This is an optimization exercise on Yosys and OpenROAD, whose aim is small area and a short achievable clock period, not a production implementation.
Function was checked by simulation only, so behaviour that the tests miss may differ from the original.
Power figures rest on the tool's default switching activity, not on a simulated workload.

==> flow/design.v (outline; a module is shown in full before it is edited, if it fits) <==
// module mk_mac: 964 lines
module mk_mac(CLK,
	      RST_N,
	      put_inp_A_a,
	      EN_put_inp_A,
	      RDY_put_inp_A,
	      put_inp_B_b,
	      EN_put_inp_B,
	      RDY_put_inp_B,
	      put_inp_C_c,
	      EN_put_inp_C,
	      RDY_put_inp_C,
	      put_inp_sel_sel,
	      EN_put_inp_sel,
	      RDY_put_inp_sel,
	      get_mac_op,
	      RDY_get_mac_op);
  // ...
==> flow/flow/run.sh <==
#!/bin/bash
# Layout flow: the standard synthesis; then the combinational logic of its
# netlist is re-mapped by ABC with every flip-flop instance (name, cell type,
# connections) kept as it is, and the result is checked equivalent to the
# standard netlist (if the check fails, the standard netlist is used); then
# the standard layout steps, with faster port buffers and a tighter
# timing-repair target.  Each tool writes its own log here.
set -e
W=$(pwd)
ABC_D=9.0          # delay target (ps) for the gate sizing in ABC
bash standard.sh synth > synth.log 2>&1

RES=$(dirname "$(find "$W/orfs/results" -name 1_2_yosys.v | head -1)")
LOGD=$(dirname "$(find "$W/orfs/logs" -name 1_2_yosys.log | head -1)")
OBJ=$(dirname "$(find "$W/orfs/objects" -name abc.constr | head -1)")
LIB="$FLOW_HOME/platforms/$FLOW_PLATFORM/lib/sky130_fd_sc_hd__tt_025C_1v80.lib"
YOSYS=$(command -v yosys || echo "$FLOW_HOME/../tools/install/yosys/bin/yosys")
DU=$(grep -o -- '-dont_use [A-Za-z0-9_]*' "$LOGD/1_2_yosys.log" | sort -u | tr '\n' ' ')
KEEP="=sky130_fd_sc_hd__dfxtp_1 =sky130_fd_sc_hd__edfxtp_1 =sky130_fd_sc_hd__conb_1"
cp "$RES/1_2_yosys.v" "$W/std_netlist.v"

sed -e "s#@LIB@#$LIB#g" -e "s#@KEEP@#$KEEP#g" -e "s#@IN@#$W/std_netlist.v#g" \
    -e "s#@SCRIPT@#$W/flow/resyn.abc#g" -e "s#@DU@#$DU#g" -e "s#@CONSTR@#$OBJ/abc.constr#g" \
    -e "s#@D@#$ABC_D#g" -e "s#@OUT@#$W/resyn_netlist.v#g" flow/resyn.ys.in > resyn.ys
sed -e "s#@LIB@#$LIB#g" -e "s#@GOLD@#$W/std_netlist.v#g" -e "s#@GATE@#$W/resyn_netlist.v#g" \
    flow/equiv.ys.in > equiv.ys

if "$YOSYS" -l resyn.log resyn.ys > /dev/null 2>&1 &&
   "$YOSYS" -l equiv.log equiv.ys > /dev/null 2>&1 &&
   grep -q "Equivalence successfully proven" equiv.log; then
  cp "$W/resyn_netlist.v" "$RES/1_2_yosys.v"
  bash standard.sh synth > synth2.log 2>&1
else
  echo "re-mapping not used" > resyn_skipped.txt
fi

bash standard.sh "BUFFER_PORTS_ARGS=-buffer_cell sky130_fd_sc_hd__buf_2" SETUP_SLACK_MARGIN=6.2 finish > layout.log 2>&1
==> flow/flow/equiv.ys.in <==
# Equivalence of the re-mapped netlist with the standard one; the flip-flops
# pair up by instance name.
read_liberty -wb -ignore_miss_func @LIB@
read_verilog @GOLD@
rename mk_mac gold
read_verilog @GATE@
rename mk_mac gate
flatten -wb gold gate
opt_clean gold gate
async2sync
equiv_make gold gate equiv
hierarchy -top equiv
equiv_simple
equiv_status
==> flow/flow/resyn.abc <==
strash
&get -n
&st
&syn2
&dch -f
&nf
&st
&mfs
&nf
&put
buffer -c
upsize -c
dnsize -c
==> flow/flow/resyn.ys.in <==
# Re-map the combinational logic of the standard synthesis netlist, keeping
# every flip-flop instance (name, cell type and connections) as it is.
read_liberty -wb -ignore_miss_func @LIB@
setattr -mod -set keep_hierarchy 1 @KEEP@
read_verilog @IN@
hierarchy -top mk_mac
flatten -wb
opt -purge
abc -script @SCRIPT@ -liberty @LIB@ @DU@ -constr @CONSTR@ -D @D@
opt_clean -purge
hilomap -singleton -hicell sky130_fd_sc_hd__conb_1 HI -locell sky130_fd_sc_hd__conb_1 LO
insbuf -buf sky130_fd_sc_hd__buf_4 A X
splitnets
opt_clean -purge
stat -liberty @LIB@
write_verilog -noattr -noexpr -nohex -nodec @OUT@
==> flow/standard.sh <==
#!/bin/bash
# synth_recipe.tcl (not shown) runs the flow's synth.tcl, then flattens the netlist and writes it again
# the make line also repeats each setting of config.mk as NAME=value (left out here)
make -C /OpenROAD-flow-scripts/flow DESIGN_CONFIG=/design/flow/config.mk WORK_HOME=/design/flow/orfs CLKGATE_MAP_FILE= SYNTH_SCRIPT=/design/flow/synth_recipe.tcl "${@:-finish}"
==> flow/config.mk <==
export PLATFORM = sky130hd
export DESIGN_NAME = mk_mac
export DESIGN_NICKNAME = mk_mac
export VERILOG_FILES = /design/flow/design.v
export SDC_FILE = /design/flow/constraint.sdc
export NUM_CORES = 8
export LEC_CHECK = 0
export ABC_AREA = 0
export CAP_MARGIN = 0
export CORE_MARGIN = 2
export CORE_UTILIZATION = 65
export CTS_CLUSTER_DIAMETER = 100
export CTS_CLUSTER_SIZE = 30
export PLACE_DENSITY = 0.75
export SLEW_MARGIN = 0
==> flow/constraint.sdc <==
create_clock -name core_clock -period 9.0 [get_ports {CLK}]
set_input_delay 1.8000 -clock core_clock [delete_from_list [all_inputs] [get_ports {CLK}]]
set_output_delay 1.8000 -clock core_clock [all_outputs]
set_load 0.01 [all_outputs]
==> run notes, run 1 <==
The startpoint identified for the worst register-to-register timing path is i8_q[0]. The clock-pin slew on the worst setup and hold paths is 0.11 ns. The final setup skew was 0.0296 ns; the summed negative setup slack over all endpoints was 0 ns. The combined area of the multi-input logic cells is 0.00992 sq mm, and the global-route congestion overflow total is 0. Data on the critical path is required at its endpoint by 9.52 ns.

The net count of the finished layout is 2397. The design has 644 sequential cells. The clock latency at the later pin of the worst-skew pair is 0.60 ns, and the number of clock-tree buffers in the layout is 37. Entering global routing, the biggest net connects 50 pins. The share of final layout cell area taken by clock buffers and inverters came out at 2.63%. In this run, the combinational gates consume 32.7% of the power. The run gives 2.48% as the met3 track demand over resource. The maximum clock insertion buffer count is 3.

TritonCTS built the clock tree. Compared with the post-synthesis result, the final layout area differs by 9.66%. The sequential cell area share is 52.6%, and the sink count of the clock tree is 644. The core utilization of the finished layout is 72.2%, and the number of buffers created by CTS is 25. For the routing usage on met2, the log shows 44.4%.

The fraction of final cell area spent on non-clock buffers in this run is 4.21%. The tools report the endpoint with the worst hold slack as t2_c[14]. The run finished with no timing, DRC or antenna violations.

For this configuration, the core starts out at a cell density of 65.9%. The combinational-cell power consumption was 0.00266 W; the met3 wire length was 2170 microns. Static timing analysis puts the maximum clock frequency at 342 MHz. At the worst endpoint, the arrival time is 3.44 ns. Summing every instance area after synthesis gives 0.0241 sq mm. In this run the static leakage power is 10.4 nW. At the end of routability-driven placement, the weighted congestion stood at 0.928. The internal cell power was 0.00540 W. The relative slew slack is 28.5%, and the floorplan core area is 0.0366 sq mm. The worst hold path was traced through 0 stages. Leaving out fill and tap cells, the most frequent cells in the layout are dfxtp_1 (516), nand2_1 (188), xnor2_1 (167).
==> run 2, diff against run 1 <==
--- a/flow/design.v
+++ b/flow/design.v
@@ -54,18 +54,16 @@
   wire zA = (eA == 8'd0), zB = (eB == 8'd0);
   wire iA = (eA == 8'd255), iB = (eB == 8'd255);
   wire cls_zi = (iA & zB) | (zA & iB);
   wire [1:0] cls_in = cls_zi ? 2'd0 : (zA | zB) ? 2'd1 : (iA | iB) ? 2'd2 : 2'd3;
   reg [1:0] lc;
   always @(posedge CLK)
     if (!rg_sel) lc <= cls_in;
   wire [7:0] e_sum = (eA + eB + 8'd1) ^ 8'h80;     
-  wire [7:0] e_clamp = (e_sum[7:1] != 7'd0 && e_sum[7:1] != 7'h7f) ? e_sum : 8'd0;
-  wire [7:0] exp_add = cls_zi ? 8'd255 : (zA | zB) ? 8'd0 : (iA | iB) ? 8'd255 : e_clamp;
   wire nx_sel = EN_put_inp_sel ? put_inp_sel_sel : rg_sel;
   wire nx_a7  = EN_put_inp_A ? put_inp_A_a[7] : rg_A[7];
   wire nx_b7  = EN_put_inp_B ? put_inp_B_b[7] : rg_B[7];
   reg md_i8, md_ua, md_va, md_ub, md_vb, md_w;
   always @(posedge CLK) begin
     md_i8 <= nx_sel;
     md_ua <= nx_sel & ~nx_a7;
     md_va <= nx_sel & nx_a7;
@@ -185,26 +183,30 @@
   wire mt_110 = (mt_60 & mt_83) | (mt_60 & mt_82) | (mt_83 & mt_82);
   wire mt_111 = (md_i8 & rg_C[14]) ^ md_w ^ mt_84;
   wire mt_112 = ((md_i8 & rg_C[14]) & md_w) | ((md_i8 & rg_C[14]) & mt_84) | (md_w & mt_84);
   wire mt_113 = (md_i8 & rg_C[15]) ^ md_i8;
   wire mt_114 = (md_i8 & rg_C[15]) & md_i8;
   wire [17:0] mt_r0 = {1'b0, mt_114, mt_112, mt_110, mt_108, mt_106, mt_104, mt_102, mt_100, mt_98, mt_96, mt_94, mt_92, mt_90, mt_88, mt_86, mt_85, (md_i8 & rg_C[0])};
   wire [17:0] mt_r1 = {1'b0, 1'b0, mt_113, mt_111, mt_109, mt_107, mt_105, mt_103, mt_101, mt_99, mt_97, mt_95, mt_93, mt_91, mt_89, mt_87, (rg_A[1] & rg_B[0]), (rg_A[0] & rg_B[0])};
   reg        t0_s;
-  reg [7:0]  t0_e;
+  reg [7:0]  t0_e;                  
+  reg [1:0]  t0_k;                  
   reg [17:0] t0_r0, t0_r1;
   reg [31:0] t0_c;
   always @(posedge CLK) begin
     t0_s  <= rg_A[15] ^ rg_B[15];
-    t0_e  <= exp_add;
+    t0_e  <= e_sum;
+    t0_k  <= cls_in;
     t0_r0 <= mt_r0;
     t0_r1 <= mt_r1;
     t0_c  <= rg_C;
   end
+  wire [7:0] e_clamp = (t0_e[7:1] != 7'd0 && t0_e[7:1] != 7'h7f) ? t0_e : 8'd0;
+  wire [7:0] exp_add = (t0_k == 2'd3) ? e_clamp : (t0_k == 2'd1) ? 8'd0 : 8'd255;
   wire ca_g1 = t0_r0[0] & t0_r1[0];
   wire ca_x2 = t0_r0[0] ^ t0_r1[0];
   wire ca_g3 = t0_r0[1] & t0_r1[1];
   wire ca_x4 = t0_r0[1] ^ t0_r1[1];
   wire ca_g5 = t0_r0[2] & t0_r1[2];
   wire ca_x6 = t0_r0[2] ^ t0_r1[2];
   wire ca_g7 = t0_r0[3] & t0_r1[3];
   wire ca_x8 = t0_r0[3] ^ t0_r1[3];
@@ -327,17 +329,17 @@
   wire [17:0] t0_sum = {ca_s124, ca_s123, ca_s122, ca_s121, ca_s120, ca_s119, ca_s118, ca_s117, ca_s116, ca_s115, ca_s114, ca_s113, ca_s112, ca_s111, ca_s110, ca_s109, ca_s108, ca_s107};
   reg        t1_s;
   reg [7:0]  t1_e;
   reg [15:0] t1_p;
   reg [1:0]  t1_q;
   reg [31:0] t1_c;
   always @(posedge CLK) begin
     t1_s <= t0_s;
-    t1_e <= t0_e;
+    t1_e <= exp_add;
     t1_p <= t0_sum[15:0];
     t1_q <= t0_sum[17:16];
     t1_c <= t0_c;
   end
   reg [15:0] i8_lo, i8_ch;
   reg [1:0]  i8_q;
   always @(posedge CLK)
     if (!vld[1]) begin
==> flow/flow/resyn.abc (replaced) <==
strash
&get -n
&st
&dch -f
&nf
&st
&dch -f
&nf
&put
buffer -c
upsize -c
dnsize -c
==> run notes, run 2 <==
Highest-count cells in the layout ignoring fill and taps: dfxtp_1 (518), nor2_1 (219), nand2_1 (196) (was dfxtp_1 (516), nand2_1 (188), xnor2_1 (167)). The tools report the number of buffers created by CTS as 25 (unchanged). The overall die height was 197 microns (about the same).

The depth of the critical timing path with buffers and inverters included works out to 1 (was 9). Average via count per standard cell: 5.62 (was 5.65). The run finished with no timing, DRC or antenna violations.

The power density over cell area is 306 mW/mm^2 (was 308 mW/mm^2). The layout net count is 2458 (was 2397), and the global-route congestion overflow total is 0 (unchanged). The post-route antenna net violation count is 0 (unchanged). The number of antenna violations at the first check in global routing came out at 0 (was 2).

TritonCTS built the clock tree. For the gate count after technology mapping, the log shows 2298 (was 2213). Maximum clock insertion buffer count: 3 (unchanged). Worst hold path class: reg -> reg (unchanged). The highest clock rate came out at 351 MHz (was 342 MHz). The logs give 108 (unchanged) for the number of top-level design ports and 796 (was 978) for the violation count after the first detailed-routing iteration. The relative slew slack was 26.7% (was 28.5%); the via count of the first global-routing pass was 15.3k (was 15.1k). The length in cells of the worst reg-to-reg path is 10 (was 9), and the horizontal extent of the die is 197 microns (about the same). The final setup skew is 0.0207 ns (was 0.0296 ns). For the antenna diode count, the log shows 0 (was 2). Sink count of the clock tree: 646 (was 644). The clock period minus final worst setup slack is 2.85 ns (was 2.92 ns), and the cell area after technology mapping is 0.0241 sq mm (about the same). The hold-fix buffer count after cts is 0 (unchanged). The pin count of the biggest net entering global routing came out at 48 (was 50).

Detailed placer's ending HPWL: 37700 microns (was 36400 microns). The run gives 0.0365 sq mm (was 0.0366 sq mm) as the floorplan core area. Most common library cell in the layout ignoring fill and taps: dfxtp_1 (unchanged).

The type of element launching the critical path was a flop (unchanged). The highest net fanout along the worst path works out to 1 (was 3). The count of endpoints failing hold in the final timing report was 0 (unchanged); the number of stages on the worst hold path was 0 (unchanged). Critical path required time: 7.20 ns (was 9.52 ns). The depth of the CTS H-tree is 1 (unchanged). Worst setup path category: reg -> out (was reg -> reg). The fraction of final layout cells with drive strength greater than 1 came out at 12.5% (was 15.2%). The final clock period utilization by the worst path was 31.7% (was 32.4%); the setup-violating endpoint count in the final report was 0 (unchanged).

Critical path endpoint category: an output pin (was a flop). The average detailed-routed wire length per instance works out to 17.8 microns (was 17.7 microns). The logs give 0 (unchanged) for the number of violations of the max-capacitance limit and 0.0386 sq mm (was 0.0387 sq mm) for the full die area. The first-pass GRT wire length is 79700 microns (was 77500 microns). For the critical path arrival, the log shows 1.05 ns (was 3.44 ns). The number of pins with negative max-slew slack in the final report was 0 (unchanged); the number of search-and-repair iterations in the first detailed-routing pass was 5 (was 7). The post-synthesis average cell area is 10.5 sq um (was 10.9 sq um). The run gives 0.59 ns (was 0.60 ns) as the clock latency at the later pin of the worst-skew pair.

The static leakage power was 10.5 nW (was 10.4 nW). The cell type group with the largest total delay on the critical path is flip-flops (was simple AND/OR/NAND/NOR gates). The tools report the starting density of the core as 66.0% (was 65.9%).

The via count is 16.1k (was 15.9k), and the area overhead of the layout relative to synthesis is 8.63% (was 9.66%). The sum of buffers and inverters on the critical path was 1 (was 0); the largest incremental delay on the critical path was 0.37 ns (was 0.56 ns). The peak ir drop on the vdd network was 0.224 mV (was 0.229 mV); the slew at the pin closest to its max-slew limit was 1.10 ns (was 1.07 ns).

The global-route total usage across every layer is 26.0% (was 25.3%), and the synthesis warning total is 1 (unchanged). The power after layout was 0.00801 W (was 0.00815 W). For the DRC violation count after routing, the log shows 0 (unchanged). The root buffer cell is clkbuf_16 (unchanged). The routability-driven placement congestion ratio was 0.983 (was 0.928).

Ordered cell list for the critical path: buf_6 (was or4_4 > nor4_4 > nand2b_2 > or4_4 > or4_4 > nor3_4 > a21oi_2 > or2_0 > a31oi_1). The clock-pin slew on the worst setup and hold paths works out to 0.11 ns (about the same). Setup repair after global routing could not meet its margin everywhere. The run gives 0 ns (unchanged) as the summed negative setup slack over all endpoints. The slowest cell on the critical path was dfxtp_2 (was or4_4). The tightest hold margin is 0.325 ns (was 0.333 ns), and the total number of placement rows is 70 (unchanged). The wire length after detailed routing was 51100 microns (was 49800 microns); the count of input and output buffers was 102 (unchanged).
-- run 2: routing by layer --
layer	global-route usage [%]	up-vias	wire length, microns
li1	-	8062	-
met2	43.5	427	23800
met1	35.4	7527	23100
met5	0	-	0
met3	3.34	92	2510
met4	8.31	0	1730
-- run 2: repair_timing --
item | 4_1_cts | 5_1_grt
hold endpoints to repair | 0 | 0
resized for setup | 43 | 42
pin swaps | 5 | 14
setup buffers | 6 | 20
setup endpoints to repair | 78 | 83
cloned | 0 | 1
-- run 2: area by class of cell --
class,instances,area (sq um)
Clock buffer,36,688
Timing Repair Buffer,138,922
Multi-Input combinational cell,1513,9770
Tap cell,468,586
Inverter,63,238
Sequential cell,646,14000
Fill cell,2655,10400
Clock inverter,1,11.3
-- run 2: per-stage QoR --
step	cells	utilization (%)	instance area [sq um]	setup WS (ns)
global route	2865	71.7	26200	6.00
CTS	2844	70.9	25900	6.14
global placement	2801	68.4	25000	5.94
detailed placement	2801	68.4	25000	5.88
floorplan	2302	-	24100	6.40
finish	2865	71.7	26200	6.15
-- run 2: where the power goes --
part	leakage (nW)	switching [W]	total, W	internal [W]
Combinational	4.61	0.00137	0.00251	0.00114
Clock	0.338	0.000805	0.00135	0.000540
Sequential	5.54	0.000574	0.00416	0.00358
Total	10.5	0.00275	0.00801	0.00526
-- run 2: final timing paths --
kind / start / endpoint / slack (ns)
setup / recovery: rg_out[20] / get_mac_op[20] / 6.15
hold / removal: t1_c[4] / t2_c[4] / 0.32
setup reg to reg: i8_ch[0] / rg_out[31] / 6.19
hold reg to reg: t1_c[4] / t2_c[4] / 0.32
==> run 3, diff against run 2 <==
==> flow/flow/resyn.abc (replaced) <==
strash
&get -n
&st
&syn2
&dch -f
&nf
&put
upsize -c
dnsize -c
==> run notes, run 3 <==
The run gives 1 (unchanged) as the depth of the CTS H-tree. The gate count after technology mapping was 2201 (was 2298); the synthesis warning total was 1 (unchanged). The number of stages on the worst hold path is 0 (unchanged), and the met3 track demand over resource is 2.18% (was 3.34%). The routing usage on met2 is 47.0% (was 43.5%), and the detailed placer's ending HPWL is 37800 microns (was 37700 microns). For the routability-driven placement congestion ratio, the log shows 0.923 (was 0.983). The tools report the wire length after detailed routing as 50600 microns (was 51100 microns).

DRC violation count after routing: 0 (unchanged). The tools report the setup-violating endpoint count in the final report as 0 (unchanged). The type of element launching the critical path was a flop (unchanged). The global-route total usage across every layer was 26.3% (was 26.0%); the power after layout was 0.00810 W (was 0.00801 W). The cell area after technology mapping is 0.0238 sq mm (was 0.0241 sq mm). Length in cells of the worst reg-to-reg path: 10 (unchanged).

The layout net count is 2427 (was 2458), and the post-route antenna net violation count is 0 (unchanged). For the violation count after the first detailed-routing iteration, the log shows 962 (was 796). The overall die height is 195 microns (was 197 microns). The cell type group with the largest total delay on the critical path is flip-flops (unchanged). Number of top-level design ports: 108 (unchanged). The worst setup path category is reg -> out (unchanged). Setup repair after global routing could not meet its margin everywhere. Power density over cell area: 310 mW/mm^2 (was 306 mW/mm^2). Worst hold path class: reg -> reg (unchanged). The via count is 15.9k (was 16.1k).

Most utilized layer in the global route result: met2 (unchanged). The summed negative setup slack over all endpoints was 0 ns (unchanged). Horizontal extent of the die: 195 microns (was 197 microns). Root buffer cell: clkbuf_16 (unchanged). The slowest cell on the critical path was dfxtp_2 (unchanged). The flow ran to the end and the layout has no timing, DRC or antenna violations. The tools report the critical path endpoint category as an output pin (unchanged). The count of input and output buffers is 102 (unchanged). The run gives 0.0363 sq mm (was 0.0365 sq mm) as the floorplan core area. For the global-route track usage on met1, the log shows 34.4% (was 35.4%). Relative slew slack: 27.8% (was 26.7%).

The first-pass GRT wire length is 79400 microns (was 79700 microns). Critical path arrival: 1.07 ns (was 1.05 ns). Sink count of the clock tree: 646 (unchanged).

The slew at the pin closest to its max-slew limit is 1.08 ns (was 1.10 ns), and the layout filler cell count is 2571 (was 2655). The average via count per standard cell was 5.61 (was 5.62); the final setup skew was 0.0189 ns (was 0.0207 ns). For the count of endpoints failing hold in the final timing report, the log shows 0 (unchanged). The pin count of the biggest net entering global routing was 73 (was 48); the average detailed-routed wire length per instance was 17.8 microns (about the same). The capture instance of the worst register-to-register path was t8[22] (was rg_out[31]). The starting density of the core was 65.5% (was 66.0%); the clock latency at the later pin of the worst-skew pair was 0.60 ns (was 0.59 ns). The run gives 0 (unchanged) as the antenna diode count. The final clock period utilization by the worst path came out at 31.9% (was 31.7%). The clock-pin slew on the worst setup and hold paths is 0.11 ns (about the same), and the global-route congestion overflow total is 0 (unchanged). The run gives 0 (unchanged) as the hold-fix buffer count after cts. The logs give 10.1 nW (was 10.5 nW) for the static leakage power and 349 MHz (was 351 MHz) for the highest clock rate. TritonCTS built the clock tree. Most common library cell in the layout ignoring fill and taps: dfxtp_1 (unchanged). The area overhead of the layout relative to synthesis came out at 9.67% (was 8.63%).

The post-synthesis average cell area came out at 10.8 sq um (was 10.5 sq um). The number of antenna violations at the first check in global routing is 1 (was 0), and the largest incremental delay on the critical path is 0.37 ns (about the same). Minimum setup slack among reg-to-reg paths: 6.31 ns (was 6.19 ns). The critical register-to-register path startpoint was t7_f[0] (was i8_ch[0]).

The tools report the endpoint with the worst hold slack as t1_c[1] (was t2_c[4]). Highest-count cells in the layout ignoring fill and taps: dfxtp_1 (527), nor2_1 (236), nand2_1 (173) (was dfxtp_1 (518), nor2_1 (219), nand2_1 (196)). Startpoint of the worst hold path: t0_c[1] (was t1_c[4]). The depth of the critical timing path with buffers and inverters included came out at 1 (unchanged).

The number of violations of the max-capacitance limit is 0 (unchanged), and the via count of the first global-routing pass is 15.2k (was 15.3k). The fraction of final layout cells with drive strength greater than 1 came out at 9.07% (was 12.5%). The tools report the critical path required time as 7.20 ns (about the same). The run gives 70 (unchanged) as the total number of placement rows. Sum of buffers and inverters on the critical path: 1 (unchanged).

The highest net fanout along the worst path came out at 1 (unchanged). The peak ir drop on the vdd network was 0.212 mV (was 0.224 mV); the number of buffers created by CTS was 25 (unchanged). The run gives 3 (unchanged) as the maximum clock insertion buffer count. Ordered cell list for the critical path: buf_6 (unchanged). The number of search-and-repair iterations in the first detailed-routing pass is 5 (unchanged).

The full die area came out at 0.0381 sq mm (was 0.0386 sq mm). The clock period minus final worst setup slack is 2.87 ns (was 2.85 ns). The run gives 0 (unchanged) as the number of pins with negative max-slew slack in the final report.
run 3: changes by cell type in the layout (fill, tap and decap cells not counted), moves of 12 or more:
cell / delta
clkinv_1: +50
nand2_1: -23
a22oi_1: -12
nand4_1: -13
inv_1: -61
mux2_2: -47
or2_2: -13
xnor2_1: +29
and2_0: +65
mux2_1: +51
and2_1: -68
o21ai_0: -18
nor2_1: +17
a21oi_1: +17
run 3: repair_timing:
item                       in CTS  in global routing
pin swaps                       5                  6
setup endpoints to repair      90                 66
resized for setup              37                 32
setup buffers                   6                 10
run 3: metrics by stage:
stage | hold slack, ns | instance area, sq um | setup WS, ns | instances | util [%]
3_3_place_gp | 0.310 | 25000 | 5.74 | 2781 | 68.7
4_1_cts | 0.334 | 25900 | 6.12 | 2828 | 71.3
3_5_place_dp | 0.312 | 25000 | 5.54 | 2781 | 68.7
5_1_grt | 0.339 | 26100 | 6.10 | 2838 | 71.8
6_report | 0.334 | 26100 | 6.13 | 2838 | 71.8
2_1_floorplan | 0.310 | 23800 | 6.21 | 2205 | -
run 3: area by class of cell:
cell class	count	area [sq um]	share of cell area [%]
multi-input combinational	1504	9810	37.6
clock buffer	37	681	2.61
timing repair buffer	128	820	3.14
sequential	646	13900	53.4
tap	468	586	2.24
inverter	51	191	0.734
clock inverter	4	61.3	0.235
run 3: worst max-delay path by stage:
stage	slack, ns	endpoint	start
after CTS	6.12	get_mac_op[12]	rg_out[12]
after floorplan	6.21	t5_m[22]	t4_sub
after global routing	6.10	get_mac_op[13]	rg_out[13]
final	6.13	get_mac_op[13]	rg_out[13]
after detailed placement	5.54	t3_sh[0]	t2_c[24]
after global placement	5.74	t3_sh[0]	t2_c[23]
run 3: per-layer routing:
layer	part of all wire [%]	vias up	wire (microns)
met4	3.0	0	1530
met5	0	-	0
met3	4.2	93	2150
met2	49	458	24700
li1	-	7939	-
met1	44	7427	22200
run 3: report_power, final:
part	total [W]	internal, W	leakage, nW	switching [W]
Sequential	0.00413	0.00358	5.54	0.000552
Combinational	0.00257	0.00112	4.22	0.00144
Clock	0.00139	0.000567	0.361	0.000828
Total	0.00810	0.00527	10.1	0.00282
==> run 4, diff against run 3 <==
==> flow/flow/resyn.abc (replaced) <==
strash
&get -n
&st
&syn2
&dch -f
&nf
&put
buffer -c
upsize -c
dnsize -c
==> run notes, run 4 <==
The logs give 0 (unchanged) for the global-route congestion overflow total and 1 (unchanged) for the depth of the CTS H-tree. Highest net fanout along the worst path: 1 (unchanged). The length in cells of the worst reg-to-reg path came out at 10 (unchanged).

The critical path endpoint category was an output pin (unchanged). The setup-violating endpoint count in the final report is 0 (unchanged). The largest incremental delay on the critical path is 0.34 ns (was 0.37 ns). The minimum setup slack among reg-to-reg paths was 6.35 ns (was 6.31 ns); the total number of placement rows was 70 (unchanged). The startpoint of the worst hold path is t1_c[2] (was t0_c[1]).

The overall die height came out at 197 microns (was 195 microns). The post-synthesis average cell area was 10.6 sq um (was 10.8 sq um). The tools report the type of element launching the critical path as a flop (unchanged). The tools report the floorplan core area as 0.0366 sq mm (was 0.0363 sq mm). For the number of search-and-repair iterations in the first detailed-routing pass, the log shows 7 (was 5).

For the via count, the log shows 15.8k (was 15.9k). The run gives 48900 microns (was 50600 microns) as the wire length after detailed routing. The tools report the starting density of the core as 66.1% (was 65.5%).

Clock period minus final worst setup slack: 2.85 ns (was 2.87 ns). For the number of antenna violations at the first check in global routing, the log shows 3 (was 1). Slew at the pin closest to its max-slew limit: 1.09 ns (was 1.08 ns). The combined area of the multi-input logic cells is 0.00982 sq mm (was 0.00981 sq mm). The tools report the number of buffers created by CTS as 25 (unchanged).

Peak ir drop on the vdd network: 0.187 mV (was 0.212 mV). The pin count of the biggest net entering global routing came out at 77 (was 73). The worst hold path class is reg -> reg (unchanged).

For the routability-driven placement congestion ratio, the log shows 0.909 (was 0.923). For the highest clock rate, the log shows 351 MHz (was 349 MHz). The first-pass GRT wire length came out at 78000 microns (was 79400 microns). The clock-pin slew on the worst setup and hold paths is 0.11 ns (about the same), and the gate count after technology mapping is 2285 (was 2201).

Final setup skew: 0.0137 ns (was 0.0189 ns). The maximum clock insertion buffer count is 3 (unchanged). Critical path launch point: rg_out[10] (was rg_out[13]). The count of input and output buffers was 102 (unchanged). The setup slack after layout is 6.15 ns (was 6.13 ns).

The cell area after technology mapping is 0.0242 sq mm (was 0.0238 sq mm). The average detailed-routed wire length per instance was 17.3 microns (was 17.8 microns). Ordered cell list for the critical path: buf_2 (was buf_6). The DRC violation count after routing was 0 (unchanged). The logs give 7.20 ns (about the same) for the critical path required time and 25.2% (was 26.3%) for the global-route total usage across every layer. The number of stages on the worst hold path was 0 (unchanged).

Summed negative setup slack over all endpoints: 0 ns (unchanged). Highest-count cells in the layout ignoring fill and taps: dfxtp_1 (530), nor2_1 (237), nand2_1 (174) (was dfxtp_1 (527), nor2_1 (236), nand2_1 (173)). The power density over cell area works out to 306 mW/mm^2 (was 310 mW/mm^2).

The count of endpoints failing hold in the final timing report was 0 (unchanged). TritonCTS built the clock tree. The relative slew slack was 27.2% (was 27.8%); the fraction of final layout cells with drive strength greater than 1 was 11.2% (was 9.07%). Number of violations of the max-capacitance limit: 0 (unchanged). Post-route antenna net violation count: 0 (unchanged).

The tools report the worst setup slack before clock tree synthesis as 6.03 ns (was 5.54 ns). The clock latency at the later pin of the worst-skew pair was 0.58 ns (was 0.60 ns). Setup repair after global routing could not meet its margin everywhere.

Area overhead of the layout relative to synthesis: 7.47% (was 9.67%). The synthesis warning total came out at 1 (unchanged). The root buffer cell is clkbuf_16 (unchanged). The number of pins with negative max-slew slack in the final report is 0 (unchanged). The most common library cell in the layout ignoring fill and taps is dfxtp_1 (unchanged). The slowest cell on the critical path was dfxtp_1 (was dfxtp_2).

The via count of the first global-routing pass came out at 15.2k (about the same). The tools report the antenna diode count as 0 (unchanged). Cell type group with the largest total delay on the critical path: flip-flops (unchanged).

The layout filler cell count is 2721 (was 2571), and the horizontal extent of the die is 197 microns (was 195 microns). The capture instance of the worst register-to-register path is t8[22] (unchanged). The run finished with no timing, DRC or antenna violations. The run gives 646 (unchanged) as the sink count of the clock tree. The critical path arrival came out at 1.05 ns (was 1.07 ns). The full die area came out at 0.0388 sq mm (was 0.0381 sq mm). The final clock period utilization by the worst path is 31.6% (was 31.9%). The sum of buffers and inverters on the critical path is 1 (unchanged). The violation count after the first detailed-routing iteration is 924 (was 962), and the layout net count is 2424 (was 2427).

Endpoint with the worst hold slack: t2_c[2] (was t1_c[1]). The tools report the number of top-level design ports as 108 (unchanged). The critical register-to-register path startpoint was t7_f[0] (unchanged). The run gives 36900 microns (was 37800 microns) as the detailed placer's ending HPWL.

The run gives 10.3 nW (was 10.1 nW) as the static leakage power. The average via count per standard cell is 5.58 (was 5.61). The worst setup path category was reg -> out (unchanged). The area taken by flip-flops and latches is 0.0139 sq mm (about the same).
run 4: layer usage:
metal  part of all wire, %  wire [microns]  global-route usage [%]
met5                     0               0                       0
met4                   2.3            1120                    6.24
met3                   3.5            1700                    2.09
met2                    50           24600                    46.1
met1                    44           21500                    32.5
run 4: how the worst max path moves through the flow:
stage | slack, ns | depth (start not counted) | endpoint
CTS | 6.14 | 1 | get_mac_op[13]
global route | 6.13 | 1 | get_mac_op[10]
finish | 6.15 | 1 | get_mac_op[10]
floorplan | 6.54 | 10 | t5_m[22]
global placement | 6.19 | 10 | t2_e[7]
detailed placement | 6.03 | 10 | t2_e[7]
run 4: timing repair:
action                     4_1_cts  5_1_grt
gates resized for setup         12       32
gates cloned                     0        0
pin swaps                        0        1
setup buffers                    0       10
hold buffers                     0        0
setup endpoints to repair       41       58
run 4: stage by stage:
step / hold slack [ns] / area [sq um] / total power [W] / std cells / utilization (%)
4_1_cts: 0.326 / 25800 / 0.00794 / 2824 / 70.5
3_5_place_dp: 0.312 / 25100 / 0.00662 / 2784 / 68.5
6_report: 0.329 / 26000 / 0.00797 / 2834 / 71.1
2_1_floorplan: 0.310 / 24200 / 0.00596 / 2289 / -
5_1_grt: 0.337 / 26000 / 0.00846 / 2834 / 71.1
3_3_place_gp: 0.310 / 25100 / 0.00654 / 2784 / 68.5
run 4: final cells by class:
| cell class | instances | share of cell area (%) |
|---|---|---|
| clock buffer | 37 | 2.58 |
| clock inverter | 3 | 0.101 |
| inverter | 51 | 0.736 |
| multi-input combinational | 1504 | 37.7 |
| sequential | 646 | 53.6 |
| tap | 468 | 2.25 |
| timing repair buffer | 125 | 3.02 |
run 4: where the power goes:
| group | internal [W] | total (W) | switching [W] |
|---|---|---|---|
| combinational | 0.00115 | 0.00253 | 0.00138 |
| sequential | 0.00358 | 0.00411 | 0.000529 |
| clock | 0.000528 | 0.00133 | 0.000803 |
==> run 5, diff against run 4 <==
--- a/flow/flow/run.sh
+++ b/flow/flow/run.sh
@@ -35,3 +35,3 @@
 fi
 
-bash standard.sh "BUFFER_PORTS_ARGS=-buffer_cell sky130_fd_sc_hd__buf_2" SETUP_SLACK_MARGIN=6.2 finish > layout.log 2>&1
+bash standard.sh "BUFFER_PORTS_ARGS=-buffer_cell sky130_fd_sc_hd__buf_2" SETUP_SLACK_MARGIN=6.15 finish > layout.log 2>&1
==> run notes, run 5 <==
The clock period minus final worst setup slack was 2.85 ns (about the same). The peak ir drop on the vdd network was 0.188 mV (was 0.187 mV). Highest-count cells in the layout ignoring fill and taps: dfxtp_1 (531), nor2_1 (237), nand2_1 (174) (was dfxtp_1 (530), nor2_1 (237), nand2_1 (174)). The number of placed instances with taps included is 2784 (unchanged), and the post-route antenna net violation count is 0 (unchanged). The global-route total usage across every layer was 25.2% (unchanged).

The first-pass GRT wire length is 78000 microns (unchanged), and the relative slew slack is 26.9% (was 27.2%). Highest clock rate: 351 MHz (about the same). For the detailed placer's ending HPWL, the log shows 36900 microns (unchanged). The critical path required time was 7.20 ns (about the same); the power density over cell area was 306 mW/mm^2 (about the same). The number of search-and-repair iterations in the first detailed-routing pass was 5 (was 7). Ordered cell list for the critical path: buf_2 (unchanged). The run finished with no timing, DRC or antenna violations. The gate count after technology mapping is 2285 (unchanged), and the full die area is 0.0388 sq mm (unchanged). The overall die height is 197 microns (unchanged), and the setup-violating endpoint count in the final report is 0 (unchanged). The logs give 2727 (was 2721) for the layout filler cell count and 48900 microns (about the same) for the wire length after detailed routing. The critical path endpoint category is an output pin (unchanged). The tools report the clock latency at the later pin of the worst-skew pair as 0.58 ns (about the same). The final setup skew is 0.0138 ns (was 0.0137 ns), and the violation count after the first detailed-routing iteration is 797 (was 924). The run gives 1 (unchanged) as the depth of the CTS H-tree. Root buffer cell: clkbuf_16 (unchanged). The run gives 0.0242 sq mm (unchanged) as the cell area after technology mapping. Worst setup path category: reg -> out (unchanged). The floorplan core area is 0.0366 sq mm (unchanged), and the area overhead of the layout relative to synthesis is 7.35% (was 7.47%).

The average via count per standard cell is 5.60 (was 5.58). The instance area at placement is 0.0251 sq mm (unchanged). The final clock period utilization by the worst path was 31.6% (about the same).

The run gives 2421 (was 2424) as the layout net count. The starting density of the core is 66.1% (unchanged), and the routability-driven placement congestion ratio is 0.909 (unchanged). The core utilization of the finished layout came out at 71.0% (was 71.1%). The largest incremental delay on the critical path is 0.34 ns (about the same), and the sum of buffers and inverters on the critical path is 1 (unchanged).

Setup repair after global routing could not meet its margin everywhere. The number of pins with negative max-slew slack in the final report is 0 (unchanged). The logs give 15.2k (unchanged) for the via count of the first global-routing pass and 25 (unchanged) for the number of buffers created by CTS. The slew at the pin closest to its max-slew limit was 1.09 ns (about the same); the static leakage power was 10.3 nW (about the same). The maximum clock insertion buffer count came out at 3 (unchanged). The final instance count without filler cells is 2831 (was 2834), and the synthesis warning total is 1 (unchanged). The tools report the tightest hold margin as 0.329 ns (about the same).

Area of all placed cells without fillers: 0.0260 sq mm (about the same). The type of element launching the critical path was a flop (unchanged). For the area taken by flip-flops and latches, the log shows 0.0139 sq mm (about the same). The count of input and output buffers was 102 (unchanged). The combined area of the multi-input logic cells was 0.00982 sq mm (about the same).

The via count was 15.9k (was 15.8k); the critical path arrival was 1.05 ns (about the same). The post-synthesis average cell area works out to 10.6 sq um (unchanged). The slowest cell on the critical path was dfxtp_1 (unchanged). For the DRC violation count after routing, the log shows 0 (unchanged). The summed negative setup slack over all endpoints is 0 ns (unchanged), and the pin count of the biggest net entering global routing is 77 (unchanged). The fraction of final layout cells with drive strength greater than 1 is 11.0% (was 11.2%).

The tools report the antenna diode count as 0 (unchanged). For the total number of placement rows, the log shows 70 (unchanged). The highest net fanout along the worst path is 1 (unchanged), and the number of violations of the max-capacitance limit is 0 (unchanged).

The tools report the number of antenna violations at the first check in global routing as 3 (unchanged). The logs give 0 (unchanged) for the hold-fix buffer count after cts and 108 (unchanged) for the number of top-level design ports. The most common library cell in the layout ignoring fill and taps was dfxtp_1 (unchanged).

The worst hold path class was reg -> reg (unchanged). The clock-pin slew on the worst setup and hold paths works out to 0.11 ns (about the same). The count of endpoints failing hold in the final timing report came out at 0 (unchanged). The cell type group with the largest total delay on the critical path was flip-flops (unchanged). The average detailed-routed wire length per instance was 17.3 microns (about the same); the sink count of the clock tree was 646 (unchanged). The horizontal extent of the die works out to 197 microns (unchanged). TritonCTS built the clock tree. The run gives 0 (unchanged) as the global-route congestion overflow total.
[run 5: report_power, final]
group	switching (W)	internal, W
clock	0.000803	0.000528
sequential	0.000529	0.00358
combinational	0.00138	0.00115
[run 5: final timing paths]
check | startpoint | endpoint | slack (ns) | depth (start not counted)
worst max register to register | t1_p[7] | t2_e[7] | 6.32 | 10
worst max-delay path | rg_out[10] | get_mac_op[10] | 6.15 | 1
worst min-delay path | t1_c[3] | t2_c[3] | 0.33 | 0
worst min register to register | t1_c[3] | t2_c[3] | 0.33 | 0
[run 5: per-stage QoR]
stage | total power (W) | setup slack [ns]
after floorplan | 0.00596 | 6.54
after global placement | 0.00654 | 6.19
after detailed placement | 0.00662 | 6.03
after CTS | 0.00794 | 6.14
after global routing | 0.00845 | 6.13
final | 0.00796 | 6.15
[run 5: area by class of cell]
type,instances,area share [%]
Sequential cell,646,53.6
Multi-Input combinational cell,1504,37.8
Timing Repair Buffer,122,2.93
Clock buffer,37,2.58
Tap cell,468,2.25
Inverter,51,0.737
Clock inverter,3,0.101
[run 5: repair_timing]
action | CTS | global route
resized for setup | 12 | 29
setup endpoints to repair | 19 | 50
pin swaps | 0 | 1
setup buffers | 0 | 7
[run 5: per-layer routing]
metal / track usage (%) / part of all wire (%) / vias up
met5: 0 / 0 / -
met3: 2.09 / 3.6 / 77
met2: 46.1 / 50 / 361
met1: 32.5 / 44 / 7486
li1: - / - / 7927
met4: 6.24 / 2.3 / 0
==> run 6, diff against run 5 <==
==> flow/flow/resyn.abc (replaced) <==
strash
&get -n
&st
&dch -f
&nf
&st
&dch -f
&nf
&put
buffer -c
upsize -c
dnsize -c
--- a/flow/config.mk
+++ b/flow/config.mk
@@ -11,5 +11,5 @@
 export CORE_UTILIZATION = 65
 export CTS_CLUSTER_DIAMETER = 100
-export CTS_CLUSTER_SIZE = 30
+export CTS_CLUSTER_SIZE = 32
 export PLACE_DENSITY = 0.75
 export SLEW_MARGIN = 0
==> run notes, run 6 <==
The final clock period utilization by the worst path is 31.6% (about the same), and the fraction of final layout cells with drive strength greater than 1 is 12.2% (was 11.0%). The horizontal extent of the die was 197 microns (about the same). For the clock latency at the later pin of the worst-skew pair, the log shows 0.58 ns (about the same). Setup repair after global routing could not meet its margin everywhere.

The clock period minus final worst setup slack was 2.84 ns (was 2.85 ns); the hold-fix buffer count after cts was 0 (unchanged). The clock-pin slew on the worst setup and hold paths works out to 0.12 ns (was 0.11 ns). The logs give 0 (unchanged) for the DRC violation count after routing and 0 (unchanged) for the setup-violating endpoint count in the final report. Highest net fanout along the worst path: 1 (unchanged).

The run finished with no timing, DRC or antenna violations. The violation count after the first detailed-routing iteration was 798 (was 797). The critical path required time is 7.20 ns (about the same), and the relative slew slack is 27.4% (was 26.9%). The tools report the post-route antenna net violation count as 0 (unchanged). Setup slack after layout: 6.16 ns (was 6.15 ns).

Depth of the CTS H-tree: 1 (unchanged). The floorplan core area was 0.0365 sq mm (was 0.0366 sq mm). The run gives 0 ns (unchanged) as the summed negative setup slack over all endpoints.

The area overhead of the layout relative to synthesis is 8.31% (was 7.35%). TritonCTS built the clock tree. The length in cells of the worst reg-to-reg path came out at 10 (unchanged). The logs give 23800 microns (was 24700 microns) for the routed wire length on met2 and 0.983 (was 0.909) for the routability-driven placement congestion ratio. The detailed placer's ending HPWL was 37700 microns (was 36900 microns).

The number of top-level design ports is 108 (unchanged). The logs give 0 (unchanged) for the global-route congestion overflow total and 352 MHz (was 351 MHz) for the highest clock rate. The cell area after technology mapping is 0.0241 sq mm (was 0.0242 sq mm). Critical path endpoint category: an output pin (unchanged). The largest incremental delay on the critical path works out to 0.34 ns (about the same). The pin count of the biggest net entering global routing came out at 48 (was 77). The sink count of the clock tree was 646 (unchanged); the routed metal-1 wirelength was 23100 microns (was 21400 microns). Highest-count cells in the layout ignoring fill and taps: dfxtp_1 (518), nor2_1 (220), nand2_1 (196) (was dfxtp_1 (531), nor2_1 (237), nand2_1 (174)). The run gives 0.0225 ns (was 0.0138 ns) as the final setup skew. The depth of the critical timing path with buffers and inverters included was 1 (unchanged). The slew at the pin closest to its max-slew limit was 1.09 ns (about the same); the gate count after technology mapping was 2298 (was 2285). The starting density of the core is 66.0% (was 66.1%). First-pass GRT wire length: 79200 microns (was 78000 microns).

Via count: 16.1k (was 15.9k). The post-synthesis average cell area was 10.5 sq um (was 10.6 sq um); the final instance count without filler cells was 2861 (was 2831). The static leakage power was 10.5 nW (was 10.3 nW). The logs give 0.310 ns (was 0.329 ns) for the tightest hold margin and 0.0386 sq mm (was 0.0388 sq mm) for the full die area. The slowest cell on the critical path was dfxtp_1 (unchanged). The peak ir drop on the vdd network came out at 0.180 mV (was 0.188 mV).

The maximum clock insertion buffer count is 3 (unchanged). For the layout net count, the log shows 2454 (was 2421). The logs give 2801 (was 2784) for the number of placed instances with taps included and 25.8% (was 25.2%) for the global-route total usage across every layer. The synthesis warning total is 1 (unchanged). Cell type group with the largest total delay on the critical path: flip-flops (unchanged). The number of violations of the max-capacitance limit came out at 0 (unchanged). The sum of buffers and inverters on the critical path is 1 (unchanged). Ordered cell list for the critical path: buf_2 (unchanged). The top layer used by detailed routing was met4 (unchanged). Power density over cell area: 306 mW/mm^2 (about the same). The average detailed-routed wire length per instance is 17.8 microns (was 17.3 microns). The average via count per standard cell was 5.62 (was 5.60). For the number of pins with negative max-slew slack in the final report, the log shows 0 (unchanged). The number of buffers created by CTS came out at 24 (was 25). The run gives 2630 microns (was 1740 microns) as the met3 wire length. The count of input and output buffers was 102 (unchanged); the number of antenna violations at the first check in global routing was 0 (was 3). The worst setup path category was reg -> out (unchanged).

The most common library cell in the layout ignoring fill and taps is dfxtp_1 (unchanged). The run gives 5 (unchanged) as the number of search-and-repair iterations in the first detailed-routing pass. The number of stages on the worst hold path is 0 (unchanged). The root buffer cell is clkbuf_16 (unchanged).

The tools report the type of element launching the critical path as a flop (unchanged). The via count of the first global-routing pass is 15.3k (was 15.2k), and the antenna diode count is 0 (unchanged). The worst hold path class was reg -> reg (unchanged). The count of endpoints failing hold in the final timing report was 0 (unchanged); the worst setup slack before clock tree synthesis was 5.88 ns (was 6.03 ns). The overall die height is 197 microns (about the same), and the wire length after detailed routing is 50900 microns (was 48900 microns). The critical path arrival is 1.04 ns (was 1.05 ns). Total number of placement rows: 70 (unchanged).
## run 6: worst paths after layout
check / end / startpoint / slack [ns]
max: get_mac_op[23] / rg_out[23] / 6.16
min: t2_s / t1_s / 0.31
max reg2reg: rg_out[31] / i8_ch[0] / 6.19
min reg2reg: t2_s / t1_s / 0.31
## run 6: repair_timing
item / in CTS / in global routing
cloned: 0 / 1
setup endpoints to repair: 48 / 70
pin swaps: 0 / 14
endpoints found under the hold margin: 0 / 0
gates resized for setup: 31 / 43
buffers inserted: 1 / 22
## run 6: layout make-up
| cell class | instances | area, sq um |
|---|---|---|
| multi-input combinational | 1513 | 9740 |
| clock buffer | 33 | 656 |
| fill | 2675 | 10400 |
| sequential | 646 | 14000 |
| clock inverter | 3 | 31.3 |
| tap | 468 | 586 |
| inverter | 63 | 238 |
| timing repair buffer | 135 | 887 |
## run 6: per-layer routing
metal | GRT usage, % | vias up
met5 | 0 | -
met4 | 7.21 | 0
met3 | 3.23 | 78
met2 | 43.6 | 441
met1 | 35.1 | 7495
li1 | - | 8056
## run 6: power breakdown
group | switching, W | internal, W | leakage, nW
Clock | 0.000812 | 0.000523 | 0.333
Sequential | 0.000573 | 0.00358 | 5.54
Combinational | 0.00137 | 0.00113 | 4.59
Total | 0.00275 | 0.00524 | 10.5
## run 6: metrics by stage
| step | util [%] | instance area (sq um) | power (W) |
|---|---|---|---|
| final | 71.4 | 26100 | 0.00799 |
| after global routing | 71.4 | 26100 | 0.00846 |
| after CTS | 70.6 | 25800 | 0.00791 |
| after detailed placement | 68.4 | 25000 | 0.00658 |
| after global placement | 68.4 | 25000 | 0.00652 |
| after floorplan | - | 24100 | 0.00590 |

[what the ideal ports hide]
No port has a modelled driver above. Below, the same layouts with a new extraction and two added sets of constraints.
Step 1 sets driving cells, clkbuf_16 on the clock port and buf_2 on the other inputs (assumed; they add their load-dependent delay and slew).
Step 2 moves the port delays by t, midway between the first and last clock arrival at a register: inputs arrive t later, outputs are due t later. That takes back most of the time a late clock gives input paths.
Slacks: ideal / step 1 / step 2; pairs: ideal / step 1.
| run | t (ns) | slack for setup (ns) | clock arrival spread, ns |
|---|---|---|---|
| run 1 | 0.633 | 6.080 / 6.080 / 6.080 | 0.032 / 0.031 |
| run 2 | 0.630 | 6.150 / 6.096 / 6.163 | 0.022 / 0.022 |
| run 3 | 0.648 | 6.133 / 6.079 / 6.088 | 0.021 / 0.022 |
| run 4 | 0.633 | 6.152 / 6.097 / 6.138 | 0.015 / 0.015 |
| run 5 | 0.631 | 6.152 / 6.097 / 6.143 | 0.016 / 0.015 |
| run 6 | 0.629 | 6.160 / 6.104 / 6.162 | 0.023 / 0.024 |
After both steps setup and hold are still met in every run listed. For run 3, which loses most, drivers alone change the setup slack by -0.054 ns; drivers and shift together by -0.045 ns.
